Context: an optimization exercise on an open-source flow, tuned for small area. The choices shown serve that exercise and are no tape-out recipe.
Function was checked by simulation only, so behaviour that the tests miss may differ from the original.
The clock port is modelled as an ideal driver, which makes a skipped or thinned clock tree look cheaper than it is; a real chip needs a root buffer or a tree.
Power is estimated from default activity; no workload was simulated.

==> run B <==
Design sync_fifo_sp, start of the top module:
module sync_fifo_sp #(
	parameter W_WIDTH = 32,
	parameter R_WIDTH = 8,
	parameter DEPTH   = 24
)(
	input                          clk,
	input                          rst_n,
	input                          wr_en,
	input      [W_WIDTH-1:0]       din,
	input                          rd_en,
	output     [R_WIDTH-1:0]       dout,
	output                         wfull,
	output                         rempty,
	output     [$clog2(DEPTH):0]   fifo_cnt
);
==> module sync_fifo_sp, before the edit <==
module sync_fifo_sp #(
	parameter W_WIDTH = 32,
	parameter R_WIDTH = 8,
	parameter DEPTH   = 24
)(
	input                          clk,
	input                          rst_n,
	input                          wr_en,
	input      [W_WIDTH-1:0]       din,
	input                          rd_en,
	output     [R_WIDTH-1:0]       dout,
	output                         wfull,
	output                         rempty,
	output     [$clog2(DEPTH):0]   fifo_cnt
);
localparam AW = $clog2(DEPTH);
localparam SP = W_WIDTH / R_WIDTH;
localparam KW = $clog2(SP);
localparam NB = DEPTH * SP;           
localparam NG = NB / 3;               
localparam N4 = NG / 4;               
reg [AW-1:0] w_ptr;
reg [AW-1:0] r_ptr;       
reg [KW-1:0] k;           
reg          busy;
reg [AW-1:0] cnt;         
assign fifo_cnt = {1'b0, cnt};
assign wfull  = cnt[AW-1] & cnt[AW-2];
assign rempty = cnt == 0;
wire wacc = wr_en & ~wfull;
wire fin  = busy & (k == SP - 1);
wire racc = rd_en & ~rempty & ~(fin & (cnt == 1));
wire w_lo7 = &w_ptr[2:0];
wire r_lo7 = &r_ptr[2:0];
wire [1:0] w_hi_n = (w_ptr[4:3] == 2'd2) ? 2'd0 : w_ptr[4:3] + 1'b1;
wire [1:0] r_hi_n = (r_ptr[4:3] == 2'd2) ? 2'd0 : r_ptr[4:3] + 1'b1;
always @(posedge clk or negedge rst_n) begin
	if (~rst_n) begin
		w_ptr <= 0;
		r_ptr <= 0;
		busy  <= 1'b0;
		k     <= 0;
		cnt   <= 0;
	end else begin
		if (wacc) begin
			w_ptr[2:0] <= w_ptr[2:0] + 1'b1;
			if (w_lo7)
				w_ptr[4:3] <= w_hi_n;
		end
		if (fin) begin
			r_ptr[2:0] <= r_ptr[2:0] + 1'b1;
			if (r_lo7)
				r_ptr[4:3] <= r_hi_n;
		end
		busy <= (busy & ~fin) | racc;
		if (busy)
			k <= k + 1'b1;
		if (wacc & ~fin)
			cnt <= cnt + 1'b1;
		else if (~wacc & fin)
			cnt <= cnt - 1'b1;
	end
end
reg  [W_WIDTH-1:0] mem   [0:DEPTH-1];
wire [W_WIDTH-1:0] mem_d [0:DEPTH-1];
wire [NB-1:0]      bsel;               
wire [R_WIDTH-1:0] rd_byte;
genvar i, b, g;
wire [7:0]    wlo, rlo_n;
wire [2:0]    whi;
wire [3*SP-1:0] rhk_n;
generate
for (i = 0; i < 8; i = i + 1) begin : g_lo
	assign wlo[i] = w_ptr[2:0] == i;
	assign rlo_n[i] = r_ptr[2:0] != i;
end
for (i = 0; i < 3; i = i + 1) begin : g_hi
	assign whi[i] = wacc & (w_ptr[AW-1:3] == i);
	for (b = 0; b < SP; b = b + 1) begin : g_k
		assign rhk_n[i*SP + b] = ~((r_ptr[AW-1:3] == i) & (k == b));
	end
end
for (i = 0; i < DEPTH; i = i + 1) begin : g_word
	wire we, wen;
	fifo_nand2 u_wdec (.a(whi[i / 8]), .b(wlo[i % 8]), .y(wen));
	fifo_inv   u_winv (.a(wen), .y(we));
	for (b = 0; b < W_WIDTH; b = b + 1) begin : g_bit
		fifo_ao22 u_hold (.a1(we), .a2(din[b]), .b1(wen), .b2(mem[i][b]), .y(mem_d[i][b]));
	end
	always @(posedge clk)
		mem[i] <= mem_d[i];
	for (b = 0; b < SP; b = b + 1) begin : g_byte
		fifo_nor2 u_sel (.a(rlo_n[i % 8]), .b(rhk_n[(i / 8)*SP + b]), .y(bsel[i*SP + b]));
	end
end
for (b = 0; b < R_WIDTH; b = b + 1) begin : g_out
	wire [NG-1:0] t1;
	wire [N4-1:0] t2;
	wire [3:0]    t3;
	for (g = 0; g < NG; g = g + 1) begin : g_aoi
		fifo_aoi222 u_aoi (
			.a1(bsel[3*g]),     .a2(mem[(3*g)   / SP][((3*g)   % SP)*R_WIDTH + b]),
			.b1(bsel[3*g + 1]), .b2(mem[(3*g+1) / SP][((3*g+1) % SP)*R_WIDTH + b]),
			.c1(bsel[3*g + 2]), .c2(mem[(3*g+2) / SP][((3*g+2) % SP)*R_WIDTH + b]),
			.y(t1[g]));
	end
	for (g = 0; g < N4; g = g + 1) begin : g_nand
		fifo_nand4 u_nand (.a(t1[4*g]), .b(t1[4*g+1]), .c(t1[4*g+2]), .d(t1[4*g+3]), .y(t2[g]));
	end
	for (g = 0; g < 4; g = g + 1) begin : g_nor
		fifo_nor2 u_nor (.a(t2[2*g]), .b(t2[2*g+1]), .y(t3[g]));
	end
	fifo_nand4 u_out (.a(t3[0]), .b(t3[1]), .c(t3[2]), .d(t3[3]), .y(rd_byte[b]));
end
endgenerate
assign dout = rd_byte;
endmodule
Settings: LEC_CHECK=0, CAP_MARGIN=20, CORE_MARGIN=2, CORE_UTILIZATION=75, PLACE_DENSITY=0.85, SLEW_MARGIN=20, SYNTH_HIERARCHICAL=1, SYNTH_MINIMUM_KEEP_SIZE=0; clock period 5.0 ns.
standard.sh (not shown) runs the stock make flow with config.mk's settings and CLKGATE_MAP_FILE= SYNTH_SCRIPT=/design/flow/synth_recipe.tcl, a recipe that flattens the netlist after the stock synthesis.
==> flow/flow/run.sh <==
#!/bin/bash
# The standard layout (bash standard.sh), with two changes:
#  - the clock tree is built by cts_tree.tcl (sourced as the PRE_CTS hook, it
#    replaces clock_tree_synthesis): flip-flops split by recursive bisection
#    into groups of CTREE_LEAF_SIZE, each driven by one inverter, the leaf
#    inverters grouped under mid-level inverters, all under one root buffer;
#  - port buffers of the smallest buffer cell (repair may still resize them).
set -euo pipefail
cd "$(dirname "$0")/.."
export PRE_CTS_TCL="$PWD/flow/cts_tree.tcl"
export CTREE_LEAF_CELL=sky130_fd_sc_hd__inv_8
export CTREE_LEAF_SIZE=20
export CTREE_MID_CELL=sky130_fd_sc_hd__inv_12
export CTREE_MID_SIZE=5
export CTREE_ROOT_CELL=sky130_fd_sc_hd__clkbuf_16
export BUFFER_PORTS_ARGS="-buffer_cell sky130_fd_sc_hd__buf_1"
bash standard.sh > standard.log 2>&1
==> flow/flow/cts_tree.tcl <==
# Clock tree built in place of clock_tree_synthesis (sourced as the PRE_CTS hook).
# The flip-flops are split by recursive bisection of their placement into compact
# groups of at most CTS_LEAF_SIZE; each group gets one leaf buffer at its centre.
# The leaf buffers are grouped the same way under mid-level buffers, which a
# single root buffer next to the clock port's load centre drives. Every register
# sees the same number of buffer levels.

proc ctree_env {name default} {
  if {[info exists ::env($name)] && $::env($name) ne ""} { return $::env($name) }
  return $default
}

proc ctree_bisect {items maxn} {
  set n [llength $items]
  if {$n <= $maxn} { return [list $items] }
  set g [expr {($n + $maxn - 1) / $maxn}]
  set g1 [expr {$g / 2}]
  set k [expr {int(round(double($n) * $g1 / $g))}]
  set xs [lmap it $items {lindex $it 0}]
  set ys [lmap it $items {lindex $it 1}]
  set dx [expr {[tcl::mathfunc::max {*}$xs] - [tcl::mathfunc::min {*}$xs]}]
  set dy [expr {[tcl::mathfunc::max {*}$ys] - [tcl::mathfunc::min {*}$ys]}]
  set axis [expr {$dx >= $dy ? 0 : 1}]
  set sorted [lsort -integer -index $axis $items]
  return [concat [ctree_bisect [lrange $sorted 0 [expr {$k - 1}]] $maxn] \
                 [ctree_bisect [lrange $sorted $k end] $maxn]]
}

proc ctree_centre {items} {
  set sx 0; set sy 0
  foreach it $items { set sx [expr {$sx + [lindex $it 0]}]; set sy [expr {$sy + [lindex $it 1]}] }
  set n [llength $items]
  return [list [expr {$sx / $n}] [expr {$sy / $n}]]
}

proc ctree_buffer {block master name x y innet outnet} {
  set inst [odb::dbInst_create $block $master $name]
  set w [$master getWidth]; set h [$master getHeight]
  $inst setLocation [expr {int($x - $w / 2)}] [expr {int($y - $h / 2)}]
  $inst setPlacementStatus PLACED
  [$inst findITerm A] connect $innet
  set out [$inst findITerm X]
  if {$out eq "NULL" || $out eq ""} { set out [$inst findITerm Y] }
  $out connect $outnet
  return $inst
}

proc clock_tree_synthesis {args} {
  set db [ord::get_db]
  set block [ord::get_db_block]
  set leaf_master [$db findMaster [ctree_env CTREE_LEAF_CELL sky130_fd_sc_hd__clkbuf_4]]
  set mid_master  [$db findMaster [ctree_env CTREE_MID_CELL sky130_fd_sc_hd__clkbuf_8]]
  set root_master [$db findMaster [ctree_env CTREE_ROOT_CELL sky130_fd_sc_hd__clkbuf_16]]
  set leaf_size [ctree_env CTREE_LEAF_SIZE 16]
  set mid_size  [ctree_env CTREE_MID_SIZE 8]

  set clknet [$block findNet clk]
  set sinks {}
  foreach it [$clknet getITerms] {
    set inst [$it getInst]
    set box [$inst getBBox]
    lappend sinks [list [expr {([$box xMin] + [$box xMax]) / 2}] \
                        [expr {([$box yMin] + [$box yMax]) / 2}] $it]
  }
  puts "ctree: [llength $sinks] clock sinks"

  # leaves
  set leaves {}
  set i 0
  foreach grp [ctree_bisect $sinks $leaf_size] {
    lassign [ctree_centre $grp] cx cy
    set net [odb::dbNet_create $block "clknet_leaf_$i"]
    $net setSigType CLOCK
    foreach s $grp { set it [lindex $s 2]; $it disconnect; $it connect $net }
    lappend leaves [list $cx $cy $i]
    incr i
  }
  # mid level (none when CTREE_MID_SIZE is 0: the root drives the leaves)
  set rootnet [odb::dbNet_create $block "clknet_root"]
  $rootnet setSigType CLOCK
  if {$mid_size == 0} {
    foreach l $leaves {
      lassign $l lx ly li
      ctree_buffer $block $leaf_master "clkbuf_leaf_$li" $lx $ly $rootnet [$block findNet "clknet_leaf_$li"]
    }
    lassign [ctree_centre $leaves] cx cy
    ctree_buffer $block $root_master "clkbuf_root" $cx $cy $clknet $rootnet
    puts "ctree: [llength $leaves] leaf buffers, 1 root buffer"
    global_connect
    set_propagated_clock [all_clocks]
    return
  }
  set mids {}
  set j 0
  foreach grp [ctree_bisect $leaves $mid_size] {
    lassign [ctree_centre $grp] cx cy
    set net [odb::dbNet_create $block "clknet_mid_$j"]
    $net setSigType CLOCK
    foreach l $grp {
      lassign $l lx ly li
      ctree_buffer $block $leaf_master "clkbuf_leaf_$li" $lx $ly $net [$block findNet "clknet_leaf_$li"]
    }
    ctree_buffer $block $mid_master "clkbuf_mid_$j" $cx $cy $rootnet $net
    lappend mids [list $cx $cy $j]
    incr j
  }
  lassign [ctree_centre $mids] cx cy
  ctree_buffer $block $root_master "clkbuf_root" $cx $cy $clknet $rootnet
  puts "ctree: [llength $leaves] leaf buffers, [llength $mids] mid buffers, 1 root buffer"
  global_connect
  set_propagated_clock [all_clocks]
}
==> inputs of run X, as changes to run B <==
--- a/flow/design.v
+++ b/flow/design.v
@@ -72,14 +72,12 @@
 generate
 for (i = 0; i < 8; i = i + 1) begin : g_lo
 	assign wlo[i] = w_ptr[2:0] == i;
-	assign rlo_n[i] = r_ptr[2:0] != i;
 end
 for (i = 0; i < 3; i = i + 1) begin : g_hi
 	assign whi[i] = wacc & (w_ptr[AW-1:3] == i);
-	for (b = 0; b < SP; b = b + 1) begin : g_k
-		assign rhk_n[i*SP + b] = ~((r_ptr[AW-1:3] == i) & (k == b));
-	end
 end
+fifo_dec_lo u_rlo (.a(r_ptr[2:0]), .yn(rlo_n));
+fifo_dec_hk u_rhk (.h(r_ptr[AW-1:3]), .k(k), .yn(rhk_n));
 for (i = 0; i < DEPTH; i = i + 1) begin : g_word
 	wire we, wen;
 	fifo_nand2 u_wdec (.a(whi[i / 8]), .b(wlo[i % 8]), .y(wen));
@@ -115,6 +113,34 @@
 endgenerate
 assign dout = rd_byte;
 endmodule
+module fifo_dec_lo (input [2:0] a, output [7:0] yn);
+genvar i;
+generate
+for (i = 0; i < 8; i = i + 1) begin : g
+	assign yn[i] = a != i;
+end
+endgenerate
+endmodule
+module fifo_dec_hk (input [1:0] h, input [1:0] k, output [11:0] yn);
+wire [2:0] hs;
+wire [3:0] ks;
+fifo_dec_h u_h (.a(h), .y(hs));
+fifo_dec_k u_k (.a(k), .y(ks));
+genvar i, j;
+generate
+for (i = 0; i < 3; i = i + 1) begin : g_h
+	for (j = 0; j < 4; j = j + 1) begin : g_k
+		fifo_nand2 u_n (.a(hs[i]), .b(ks[j]), .y(yn[4*i + j]));
+	end
+end
+endgenerate
+endmodule
+module fifo_dec_h (input [1:0] a, output [2:0] y);
+assign y = {a == 2'd2, a == 2'd1, a == 2'd0};
+endmodule
+module fifo_dec_k (input [1:0] a, output [3:0] y);
+assign y = {a == 2'd3, a == 2'd2, a == 2'd1, a == 2'd0};
+endmodule
 module fifo_ao22 (input a1, input a2, input b1, input b2, output y);
 assign y = (a1 & a2) | (b1 & b2);
 endmodule
--- a/flow/flow/run.sh
+++ b/flow/flow/run.sh
@@ -9,9 +9,9 @@
 cd "$(dirname "$0")/.."
 export PRE_CTS_TCL="$PWD/flow/cts_tree.tcl"
 export CTREE_LEAF_CELL=sky130_fd_sc_hd__inv_8
-export CTREE_LEAF_SIZE=20
+export CTREE_LEAF_SIZE=22
 export CTREE_MID_CELL=sky130_fd_sc_hd__inv_12
-export CTREE_MID_SIZE=5
+export CTREE_MID_SIZE=12
 export CTREE_ROOT_CELL=sky130_fd_sc_hd__clkbuf_16
 export BUFFER_PORTS_ARGS="-buffer_cell sky130_fd_sc_hd__buf_1"
 bash standard.sh > standard.log 2>&1
==> inputs of run Y, as changes to run B <==
--- a/flow/design.v
+++ b/flow/design.v
@@ -23,38 +23,32 @@
 reg [AW-1:0] r_ptr;       
 reg [KW-1:0] k;           
 reg          busy;
+reg [R_WIDTH-1:0] dout_q;
 reg [AW-1:0] cnt;         
 assign fifo_cnt = {1'b0, cnt};
 assign wfull  = cnt[AW-1] & cnt[AW-2];
 assign rempty = cnt == 0;
+assign dout   = dout_q;
 wire wacc = wr_en & ~wfull;
-wire fin  = busy & (k == SP - 1);
+wire fin  = busy & (k == 0);
 wire racc = rd_en & ~rempty & ~(fin & (cnt == 1));
-wire w_lo7 = &w_ptr[2:0];
-wire r_lo7 = &r_ptr[2:0];
-wire [1:0] w_hi_n = (w_ptr[4:3] == 2'd2) ? 2'd0 : w_ptr[4:3] + 1'b1;
-wire [1:0] r_hi_n = (r_ptr[4:3] == 2'd2) ? 2'd0 : r_ptr[4:3] + 1'b1;
+wire busy_d = (busy & ~fin) | racc;
 always @(posedge clk or negedge rst_n) begin
 	if (~rst_n) begin
-		w_ptr <= 0;
-		r_ptr <= 0;
-		busy  <= 1'b0;
-		k     <= 0;
-		cnt   <= 0;
+		w_ptr    <= 0;
+		r_ptr    <= 0;
+		busy     <= 1'b0;
+		k        <= 0;
+		cnt      <= 0;
 	end else begin
-		if (wacc) begin
-			w_ptr[2:0] <= w_ptr[2:0] + 1'b1;
-			if (w_lo7)
-				w_ptr[4:3] <= w_hi_n;
+		if (wacc)
+			w_ptr <= (w_ptr == DEPTH - 1) ? 0 : w_ptr + 1'b1;
+		busy <= busy_d;
+		if (busy_d) begin
+			k <= k + 1'b1;
+			if (k == SP - 1)
+				r_ptr <= (r_ptr == DEPTH - 1) ? 0 : r_ptr + 1'b1;
 		end
-		if (fin) begin
-			r_ptr[2:0] <= r_ptr[2:0] + 1'b1;
-			if (r_lo7)
-				r_ptr[4:3] <= r_hi_n;
-		end
-		busy <= (busy & ~fin) | racc;
-		if (busy)
-			k <= k + 1'b1;
 		if (wacc & ~fin)
 			cnt <= cnt + 1'b1;
 		else if (~wacc & fin)
@@ -63,22 +57,24 @@
 end
 reg  [W_WIDTH-1:0] mem   [0:DEPTH-1];
 wire [W_WIDTH-1:0] mem_d [0:DEPTH-1];
+wire [DEPTH-1:0]   rsel_n;
+wire [SP-1:0]      ksel_n;
 wire [NB-1:0]      bsel;               
 wire [R_WIDTH-1:0] rd_byte;
 genvar i, b, g;
-wire [7:0]    wlo, rlo_n;
-wire [2:0]    whi;
-wire [3*SP-1:0] rhk_n;
+wire [7:0] wlo, rlo;
+wire [2:0] whi, rhi;
 generate
 for (i = 0; i < 8; i = i + 1) begin : g_lo
 	assign wlo[i] = w_ptr[2:0] == i;
-	assign rlo_n[i] = r_ptr[2:0] != i;
+	assign rlo[i] = r_ptr[2:0] == i;
 end
 for (i = 0; i < 3; i = i + 1) begin : g_hi
 	assign whi[i] = wacc & (w_ptr[AW-1:3] == i);
-	for (b = 0; b < SP; b = b + 1) begin : g_k
-		assign rhk_n[i*SP + b] = ~((r_ptr[AW-1:3] == i) & (k == b));
-	end
+	assign rhi[i] = r_ptr[AW-1:3] == i;
+end
+for (b = 0; b < SP; b = b + 1) begin : g_k
+	assign ksel_n[b] = k != b;
 end
 for (i = 0; i < DEPTH; i = i + 1) begin : g_word
 	wire we, wen;
@@ -89,8 +85,9 @@
 	end
 	always @(posedge clk)
 		mem[i] <= mem_d[i];
+	fifo_nand2 u_rdec (.a(rhi[i / 8]), .b(rlo[i % 8]), .y(rsel_n[i]));
 	for (b = 0; b < SP; b = b + 1) begin : g_byte
-		fifo_nor2 u_sel (.a(rlo_n[i % 8]), .b(rhk_n[(i / 8)*SP + b]), .y(bsel[i*SP + b]));
+		fifo_nor2 u_sel (.a(rsel_n[i]), .b(ksel_n[b]), .y(bsel[i*SP + b]));
 	end
 end
 for (b = 0; b < R_WIDTH; b = b + 1) begin : g_out
@@ -113,7 +110,8 @@
 	fifo_nand4 u_out (.a(t3[0]), .b(t3[1]), .c(t3[2]), .d(t3[3]), .y(rd_byte[b]));
 end
 endgenerate
-assign dout = rd_byte;
+always @(posedge clk)
+	dout_q <= rd_byte;
 endmodule
 module fifo_ao22 (input a1, input a2, input b1, input b2, output y);
 assign y = (a1 & a2) | (b1 & b2);
--- a/flow/config.mk
+++ b/flow/config.mk
@@ -7,8 +7,11 @@
 export LEC_CHECK = 0
 export CAP_MARGIN = 20
 export CORE_MARGIN = 2
-export CORE_UTILIZATION = 75
-export PLACE_DENSITY = 0.85
+export CORE_UTILIZATION = 55
+export CTS_BUF_LIST = sky130_fd_sc_hd__clkbuf_8
+export CTS_CLUSTER_DIAMETER = 50
+export CTS_CLUSTER_SIZE = 16
+export PLACE_DENSITY = 0.65
 export SLEW_MARGIN = 20
 export SYNTH_HIERARCHICAL = 1
 export SYNTH_MINIMUM_KEEP_SIZE = 0
==> flow_summary.yaml <==
clock_network:
  clk_latency_ns: 0.48
final_layout:
  final_util_pct: 80.02
  seq_cells: 786
critical_path:
  reg2reg_depth: 6
  r2r_setup_slack_ns: 1.73
status:
  status: "finished clean"
power:
  powerSeq_w: 0.0103
drt:
  wl_met2_um: 37760
floorplanning:
  die_area_um2: 37450
That was run X.
==> flow_summary.yaml <==
final_layout:
  seq_cells: 786
  final_util_pct: 80.55
drt:
  wl_met2_um: 35450
power:
  powerSeq_w: 0.0102
critical_path:
  reg2reg_depth: 6
  r2r_setup_slack_ns: 1.90
floorplanning:
  die_area_um2: 37510
clock_network:
  clk_latency_ns: 0.56
status:
  status: "finished clean"
That was run B.
==> flow_summary.yaml <==
drt:
  wl_met2_um: 40110
critical_path:
  r2r_setup_slack_ns: 1.67
  reg2reg_depth: 9
power:
  powerSeq_w: 0.0106
yosys:
  ys_warn_count: 9
floorplanning:
  die_area_um2: 51450
final_layout:
  final_util_pct: 59.70
  seq_cells: 794
  area_growth_pct: 7.010
status:
  status: "finished clean"
That was run Y.
In every run of this note, the design's own scripts or RTL, not TritonCTS, make the clock network.

static timing again, ports no longer ideal:
The results above use ideal ports. As a check the final layouts listed here were re-extracted and re-timed, cells and wires unchanged. Step 1 sets driving cells, clkbuf_16 on the clock port and buf_2 on the other inputs (assumed; they add their load-dependent delay and slew). Step 2 also shifts input and output timing later by t, the mid clock arrival at the registers, as if the neighbouring blocks saw the same clock. Slacks: ideal ports / drivers / drivers and shift; pairs: ideal ports / drivers.
run | shift t [ns] | setup WS [ns] | latest minus earliest clock arrival (ns)
run B | 0.611 | 0.030 / -0.026 / 0.585 | 0.014 / 0.015
run X | 0.533 | 0.319 / 0.260 / 0.793 | 0.015 / 0.014
run Y | 0.623 | 1.673 / 1.673 / 1.377 | 0.018 / 0.018
After both steps every run listed still meets setup and hold. For run Y, which loses most, drivers alone change the setup slack by 0.000 ns; drivers and shift together by -0.296 ns.
